From an optimization exercise on the open Yosys and OpenROAD flow, aimed at small area and few clock cycles; shortcuts taken in it are not production practice. Only simulation tests tie the RTL to the original design; equivalence was not proved. Power is estimated from default activity; no workload was simulated.

==> yarrow <==
==> flow/design.v <==
`timescale 10 ns / 10 ns
module Apply (
		input wire [29:0] f,
		input wire [29:0] g,
		input wire [1:0]  typeIn,
		input wire valid,
		output wire simpleCaseHit,
		output wire [29:0] simpleCaseResult,
		output wire validOut,
		output wire [29:0] fn,
		output wire [29:0] fnv,
		output wire [29:0] gn,
		output wire [29:0] gnv,
		output wire quantifyOut,
		output wire [29:0] outF,
		output wire [29:0] outG,
		output wire [1:0] outType,
		output wire [9:0] topOut,
		input wire insertValueIntoSimpleCache,
		input wire [17:0] simpleCacheIndex,
		input wire [1:0] simpleCacheValue,
		input wire [15:0] avs_config_address,
		input wire avs_config_write,
		input wire [31:0] avs_config_writedata,
		input wire avs_config_read,
		output wire [31:0] avs_config_readdata,
		output wire avs_config_readdatavalid,
		output wire avs_config_waitrequest,
		output reg [127:0] aso_var_request_data,
		input wire aso_var_request_ready,
		output reg aso_var_request_valid,
		output reg [127:0] aso_node_request_data,
		input wire aso_node_request_ready,
		output reg aso_node_request_valid,
		output reg [127:0] aso_cache_request_data,
		input wire aso_cache_request_ready,
		output reg aso_cache_request_valid,
		input wire [95:0] asi_result_data,
		input wire [1:0] asi_result_channel,
		input wire asi_result_valid,
		input wire [15:0] asi_var_data,
		input wire asi_var_valid,
		input wire clk,
		input wire reset
	);
assign avs_config_waitrequest = 1'b0;
reg [9:0]  cubeLastVar;
reg [31:0] quantify [0:1];
reg [9:0]  nextVar [0:63];
reg [1:0]  simpleCache [0:63];
wire cfgNext  = |avs_config_address[15:8];
wire cfgQuant = !cfgNext & avs_config_address[7];
wire cfgCube  = (avs_config_address == 16'd5);
always @(posedge clk)
begin
	if(avs_config_write & cfgNext)
		nextVar[avs_config_address[5:0]] <= avs_config_writedata[9:0];
	if(avs_config_write & cfgQuant)
		quantify[avs_config_address[0]] <= avs_config_writedata;
	if(avs_config_write & cfgCube)
		cubeLastVar <= avs_config_writedata[9:0];
	if(insertValueIntoSimpleCache)
		simpleCache[simpleCacheIndex[5:0]] <= simpleCacheValue;
end
reg readValid;
reg readNext, readQuant;
reg [5:0] readIndex;
always @(posedge clk)
begin
	readValid <= avs_config_read & (cfgNext | cfgQuant | cfgCube);
	if(avs_config_read)
	begin
		readNext <= cfgNext;
		readQuant <= cfgQuant;
		readIndex <= avs_config_address[5:0];
	end
	if(reset)
		readValid <= 1'b0;
end
reg busy;               
reg hitNoVar;           
reg [29:0] F, G;        
reg [1:0]  T;           
reg pF, pG;             
reg [9:0]  fVar;
reg [9:0]  top;          
reg fetchF, fetchG, q;
reg varFIssued, varGIssued, varFDone, varGDone;
reg nodeFIssued, nodeGIssued, nodeFDone;
reg cacheIssued, cacheMiss;
reg [59:0] nodeF;       
reg [1:0] skipVar, skipNode;   
wire fConst = &f[29:1];
wire gConst = &g[29:1];
wire fZero = fConst & f[0];
wire fOne  = fConst & ~f[0];
wire gZero = gConst & g[0];
wire gOne  = gConst & ~g[0];
wire sameNode = (f[29:1] == g[29:1]);
wire fEqG = sameNode & (f[0] == g[0]);
wire fNegG = sameNode & (f[0] != g[0]);
wire fBigger = (f > g);
wire fParity = ^f;
wire gParity = ^g;
reg inHit;
reg [29:0] inResult;
reg [29:0] inF, inG;
reg [1:0] inT;
reg inFFromG, inGFromF, inGZero;
always @*
begin
	inHit = 1'b0;
	inResult = f;
	case(typeIn)
		2'd0: begin
			inHit = fZero | gZero | fNegG | fEqG | gOne | fOne;
			if(fZero | gZero | fNegG)
				inResult = 30'h3fffffff;
			else if(fEqG | gOne)
				inResult = f;
			else
				inResult = g;
		end
		2'd1, 2'd3: begin
			inHit = fConst;
			inResult = f;
		end
		default: begin  
			inHit = fZero | gZero | fNegG | (fOne & gOne);
			inResult = (fOne & gOne) ? 30'h3ffffffe : 30'h3fffffff;
		end
	endcase
	inT = typeIn;
	inFFromG = 1'b0;
	inGFromF = 1'b0;
	inGZero = 1'b0;
	if(typeIn == 2'd2 & (fOne | fEqG))
	begin
		inT = 2'd1;
		inFFromG = 1'b1;
		inGZero = 1'b1;
	end
	else if(typeIn == 2'd2 & gOne)
	begin
		inT = 2'd1;
		inGZero = 1'b1;
	end
	else if(!typeIn[0] & fBigger)  
	begin
		inFFromG = 1'b1;
		inGFromF = 1'b1;
	end
	inF = inFFromG ? g : f;
	inG = inGZero ? 30'h3fffffff : (inGFromF ? f : g);
end
wire start = valid & !inHit;
wire inHashDirect = (typeIn[0] == typeIn[1]);
wire [17:0] inHash = f[17:0] + g[17:0] + {16'b0, typeIn};
wire inSwap = !typeIn[0] & fBigger;
wire inFParity = inFFromG ? gParity : fParity;
wire inGParity = inGZero ? 1'b0 : (inGFromF ? fParity : gParity);  
wire [1:0] inSimpleHash = {inSwap ? gParity : fParity, 1'b0} + {1'b0, inSwap ? fParity : gParity} + typeIn;
wire needG = !T[0];     
wire varsDone = varFDone & (varGDone | !needG);
wire varFNow = varTake & !varFDone;
wire varGNow = varTake & varFDone;
wire varsArrive = needG ? varGNow : varFNow;
wire [9:0] newFVar = varFDone ? fVar : asi_var_data[9:0];
wire [9:0] newGVar = needG ? asi_var_data[9:0] : 10'h3ff;
wire newFetchF = (newFVar <= newGVar);
wire newFetchG = (newGVar <= newFVar);
wire [9:0] newTop = newFetchF ? newFVar : newGVar;
wire newTopBigger = (newTop > cubeLastVar);
wire [1:0] newT = (T == 2'd2 & newTopBigger) ? 2'd0 : T;
wire [63:0] quantBits = {quantify[1], quantify[0]};
wire newQ = (newT[0] ^ newT[1]) & quantBits[newTop[5:0]];
wire andVarsNow = varGNow & (T == 2'd0);
wire varsDoneCur = varsDone | andVarsNow;
wire fetchFCur = andVarsNow ? newFetchF : fetchF;
wire fetchGCur = andVarsNow ? newFetchG : fetchG;
wire [9:0] topCur = andVarsNow ? newTop : top;
wire [31:0] quantWord = quantify[readIndex[0]];
wire [5:0] nextIndex = busy ? top[5:0] : readIndex;
wire [9:0] nextTop = nextVar[nextIndex];
wire [17:0] hash = (F[17:0] + G[17:0] + {16'b0, T}) ^ {17'b0, q};
wire [1:0] simpleHash = {pF, 1'b0} + {1'b0, pG} + T + {1'b0, q};
wire [1:0] simpleCacheEntry = simpleCache[valid ? inHash[5:0] : hash[5:0]];
wire inSimpleMatch = (simpleCacheEntry == inSimpleHash);
wire simpleMatch = (simpleCacheEntry == simpleHash);
wire hashKnown = (T[0] == T[1]) | varsDone;  
wire varAnswer = asi_var_valid;
wire nodeAnswer = asi_result_valid & (asi_result_channel == 2'b01);
wire cacheAnswer = asi_result_valid & (asi_result_channel == 2'b10);
wire varTake = varAnswer & (skipVar == 2'd0);
wire varDrop = varAnswer & (skipVar != 2'd0);
wire nodeTake = nodeAnswer & (skipNode == 2'd0);
wire nodeDrop = nodeAnswer & (skipNode != 2'd0);
wire cacheTake = cacheAnswer;
wire nodeFNow = nodeTake & !nodeFDone;
wire nodeGNow = nodeTake & nodeFDone;
wire [59:0] nodeAnswerFields = {asi_result_data[61:32], asi_result_data[29:0]};
wire cacheEntryHit = (asi_result_data[29:0] == F) & (asi_result_data[61:32] == G) &
	(asi_result_data[95:94] == T) & (asi_result_data[30] == q);
wire doneVarHit = busy & (T == 2'd1) & varFNow & newTopBigger;
wire doneCacheHit = busy & cacheTake & cacheEntryHit;
wire cacheResolved = hashKnown & (!simpleMatch | cacheMiss | (cacheTake & !cacheEntryHit));
wire doneNodes = busy & varsDoneCur & cacheResolved &
	(!fetchFCur | nodeFDone) & (!fetchGCur | nodeGNow);
wire finish = doneVarHit | doneCacheHit | doneNodes;
wire nodeGWanted = needG ? (varGIssued & (T[1] | cacheIssued | !simpleMatch) & !(varsDone & !fetchG)) :
	(varsDone & fetchG);
always @*
begin
	aso_var_request_data = 128'b0;
	aso_var_request_data[2:0] = 3'b010;
	aso_var_request_data[31:3] = valid ? inF[29:1] : (varFIssued ? G[29:1] : F[29:1]);
	aso_var_request_valid = start | (busy & (!varFIssued | (needG & !varGIssued)));
	aso_node_request_data = 128'b0;
	aso_node_request_data[2:0] = 3'b001;
	aso_node_request_data[31:3] = valid ? inF[29:1] : (nodeFIssued ? G[29:1] : F[29:1]);
	aso_node_request_valid = start | (busy & (!nodeFIssued | (!nodeGIssued & nodeGWanted)));
	aso_cache_request_data = 128'b0;
	aso_cache_request_data[2:0] = 3'b011;
	aso_cache_request_data[20:3] = valid ? inHash : hash;
	aso_cache_request_valid = (start & inHashDirect & inSimpleMatch) |
		(busy & hashKnown & simpleMatch & !cacheIssued);
end
wire varAccept = aso_var_request_valid & aso_var_request_ready;
wire nodeAccept = aso_node_request_valid & aso_node_request_ready;
wire cacheAccept = aso_cache_request_valid & aso_cache_request_ready;
wire [1:0] varOwed = {1'b0, varFIssued} + {1'b0, varGIssued} + {1'b0, varAccept}
	- {1'b0, varFDone} - {1'b0, varGDone} - {1'b0, varTake};
wire [1:0] nodeOwed = {1'b0, nodeFIssued & !nodeFDone & !nodeFNow} + {1'b0, nodeGIssued & !nodeGNow} + {1'b0, nodeAccept};
always @(posedge clk)
begin
	hitNoVar <= valid & inHit;
	skipVar <= skipVar - {1'b0, varDrop} + (finish ? varOwed : 2'd0);
	skipNode <= skipNode - {1'b0, nodeDrop} + (finish ? nodeOwed : 2'd0);
	if(valid)
	begin
		busy <= !inHit;
		F <= inHit ? inResult : inF;
		G <= inG;
		T <= inT;
		pF <= inFParity;
		pG <= inGParity;
		q <= 1'b0;
		varFIssued <= varAccept;
		nodeFIssued <= nodeAccept;
		cacheIssued <= cacheAccept;
		varGIssued <= 1'b0;
		nodeGIssued <= 1'b0;
		varFDone <= 1'b0;
		varGDone <= 1'b0;
		nodeFDone <= 1'b0;
		cacheMiss <= 1'b0;
	end
	else
	begin
		if(finish)
			busy <= 1'b0;
		if(varAccept)
		begin
			varFIssued <= 1'b1;
			if(varFIssued)
				varGIssued <= 1'b1;
		end
		if(nodeAccept)
		begin
			nodeFIssued <= 1'b1;
			if(nodeFIssued)
				nodeGIssued <= 1'b1;
		end
		if(cacheAccept)
			cacheIssued <= 1'b1;
		if(varFNow)
		begin
			varFDone <= 1'b1;
			fVar <= asi_var_data[9:0];
		end
		if(varGNow)
			varGDone <= 1'b1;
		if(varsArrive)
		begin
			top <= newTop;
			fetchF <= newFetchF;
			fetchG <= newFetchG;
			T <= newT;
			q <= newQ;
		end
		if(nodeFNow)
		begin
			nodeFDone <= 1'b1;
			nodeF <= nodeAnswerFields;
		end
		if(nodeGNow & !finish)
			nodeGIssued <= 1'b0;
		if(cacheTake & !cacheEntryHit)
			cacheMiss <= 1'b1;
	end
	if(reset)
	begin
		busy <= 1'b0;
		hitNoVar <= 1'b0;
		skipVar <= 2'd0;
		skipNode <= 2'd0;
	end
end
assign validOut = hitNoVar | finish;
assign simpleCaseHit = hitNoVar | doneVarHit | doneCacheHit;
assign simpleCaseResult = doneCacheHit ? asi_result_data[93:64] : F;
assign fn  = fetchFCur ? {nodeF[59:31], nodeF[30] ^ F[0]} : F;
assign fnv = fetchFCur ? {nodeF[29:1], nodeF[0] ^ F[0]} : F;
assign gn  = fetchGCur ? {asi_result_data[61:33], asi_result_data[32] ^ G[0]} : G;
assign gnv = fetchGCur ? {asi_result_data[29:1], asi_result_data[0] ^ G[0]} : G;
assign quantifyOut = q;
assign outF = F;
assign outG = G;
assign outType = T;
assign topOut = (T == 2'd3) ? nextTop : topCur;
assign avs_config_readdata = readNext ? {22'b0, nextTop} : (readQuant ? quantWord : {22'b0, cubeLastVar});
assign avs_config_readdatavalid = readValid;
endmodule
==> flow/run.sh <==
#!/bin/bash
# synth_recipe.tcl (not shown) runs the flow's synth.tcl, then flattens the netlist and writes it again
# the make line also repeats each setting of config.mk as NAME=value (left out here)
make -C /OpenROAD-flow-scripts/flow DESIGN_CONFIG=/design/flow/config.mk WORK_HOME=/design/flow/orfs CLKGATE_MAP_FILE= SYNTH_SCRIPT=/design/flow/synth_recipe.tcl finish
==> flow/config.mk <==
export PLATFORM = sky130hd
export DESIGN_NAME = Apply
export DESIGN_NICKNAME = Apply
export VERILOG_FILES = /design/flow/design.v
export SDC_FILE = /design/flow/constraint.sdc
export NUM_CORES = 4
export LEC_CHECK = 0
export CAP_MARGIN = 20
export CORE_MARGIN = 2
export CORE_UTILIZATION = 40
export CTS_BUF_LIST = sky130_fd_sc_hd__clkbuf_8
export CTS_CLUSTER_SIZE = 30
export PLACE_DENSITY = 0.6
export SLEW_MARGIN = 20
==> flow/constraint.sdc <==
create_clock -name core_clock -period 10.0 [get_ports {clk}]
set_input_delay 2.0000 -clock core_clock [delete_from_list [all_inputs] [get_ports {clk}]]
set_output_delay 2.0000 -clock core_clock [all_outputs]
set_load 0.01 [all_outputs]
==> inputs of garnet, as changes to yarrow <==
--- a/flow/design.v
+++ b/flow/design.v
@@ -183,3 +183,10 @@
 wire [5:0] nextIndex = busy ? top[5:0] : readIndex;
-wire [9:0] nextTop = nextVar[nextIndex];
+reg [9:0] nextTop;
+integer ni;  
+always @*
+begin
+	nextTop = 10'b0;
+	for(ni = 0; ni < 64; ni = ni + 1)
+		nextTop = nextTop | (nextVar[ni] & {10{nextIndex == ni}});
+end
 wire [17:0] hash = (F[17:0] + G[17:0] + {16'b0, T}) ^ {17'b0, q};
==> flow/flow/run.sh (new file) <==
#!/bin/bash
# Standard layout, with the smallest buffer on the ports instead of the default delay buffer.
set -euo pipefail
bash standard.sh 'BUFFER_PORTS_ARGS=-buffer_cell sky130_fd_sc_hd__buf_1' finish > standard_flow.log 2>&1
==> flow/standard.sh (new file) <==
#!/bin/bash
# synth_recipe.tcl (not shown) runs the flow's synth.tcl, then flattens the netlist and writes it again
# the make line also repeats each setting of config.mk as NAME=value (left out here)
make -C /OpenROAD-flow-scripts/flow DESIGN_CONFIG=/design/flow/config.mk WORK_HOME=/design/flow/orfs CLKGATE_MAP_FILE= SYNTH_SCRIPT=/design/flow/synth_recipe.tcl "${@:-finish}"
--- a/flow/config.mk
+++ b/flow/config.mk
@@ -10,4 +10,4 @@
 export CORE_UTILIZATION = 40
-export CTS_BUF_LIST = sky130_fd_sc_hd__clkbuf_8
-export CTS_CLUSTER_SIZE = 30
+export CTS_CLUSTER_DIAMETER = 150
+export CTS_CLUSTER_SIZE = 20
 export PLACE_DENSITY = 0.6
removed: flow/run.sh
==> notes.md <==
| quantity | garnet | yarrow |
|---|---|---|
| Status | no timing/DRC/antenna violations | no timing/DRC/antenna violations |
| Power Sequential | 4.92 mW | 4.94 mW |
| Share of cells above drive strength 1 | 0.0870 | 0.129 |
| Power per Cell Area | 181 mW/mm² | 198 mW/mm² |
| Cts bufs inserted | 57 | 169 |
| Finished Core Util | 0.447 | 0.482 |
| Routed metal-1 wire length | 91,600 µm | 80,700 µm |
| Initial antenna violation count | 43 | 47 |
| Wire length on met2 | 108,000 µm | 95,500 µm |
| Fraction of area in clock buffers and inverters | 0.0288 | 0.0501 |
| Die Height | 361 µm | 366 µm |
| Met3 usage in global routing | 0.103 | 0.171 |
| Setup WS post-layout | 1.18 ns | 0.396 ns |
Testbench counts of yarrow, summed over its fixed seeds: cycles 30,243.
Testbench counts of garnet, summed over its fixed seeds: cycles 30,243.

==> static timing again, ports no longer ideal <==
The results above use ideal ports. As a check the final layouts listed here were re-extracted and re-timed, cells and wires unchanged. Step 1 sets driving cells, clkbuf_16 on the clock port and buf_2 on the other inputs (assumed; they add their load-dependent delay and slew). Step 2 adds t to the input delays and takes it off the output delays; t is the mean of the earliest and latest rising clock arrival at the registers after step 1. Input paths then give back, and output paths get back, about the clock's delay inside the block. Slacks: ideal / step 1 / step 2; pairs: ideal / step 1.
run | t (ns) | slack for setup (ns) | hold slack, ns | worst data-port slew with drivers (ns) | pins driven straight from the clock port
yarrow | 0.970 | 0.396 / 0.366 / 0.366 | 0.516 / 0.516 / 0.516 | 0.29 | 1
garnet | 0.792 | 1.182 / 1.009 / 1.009 | 0.534 / 0.534 / 0.534 | 0.19 | 1
After both steps setup and hold are still met in every run listed. For garnet, which loses most, drivers alone change the setup slack by -0.173 ns; drivers and shift together by -0.173 ns.
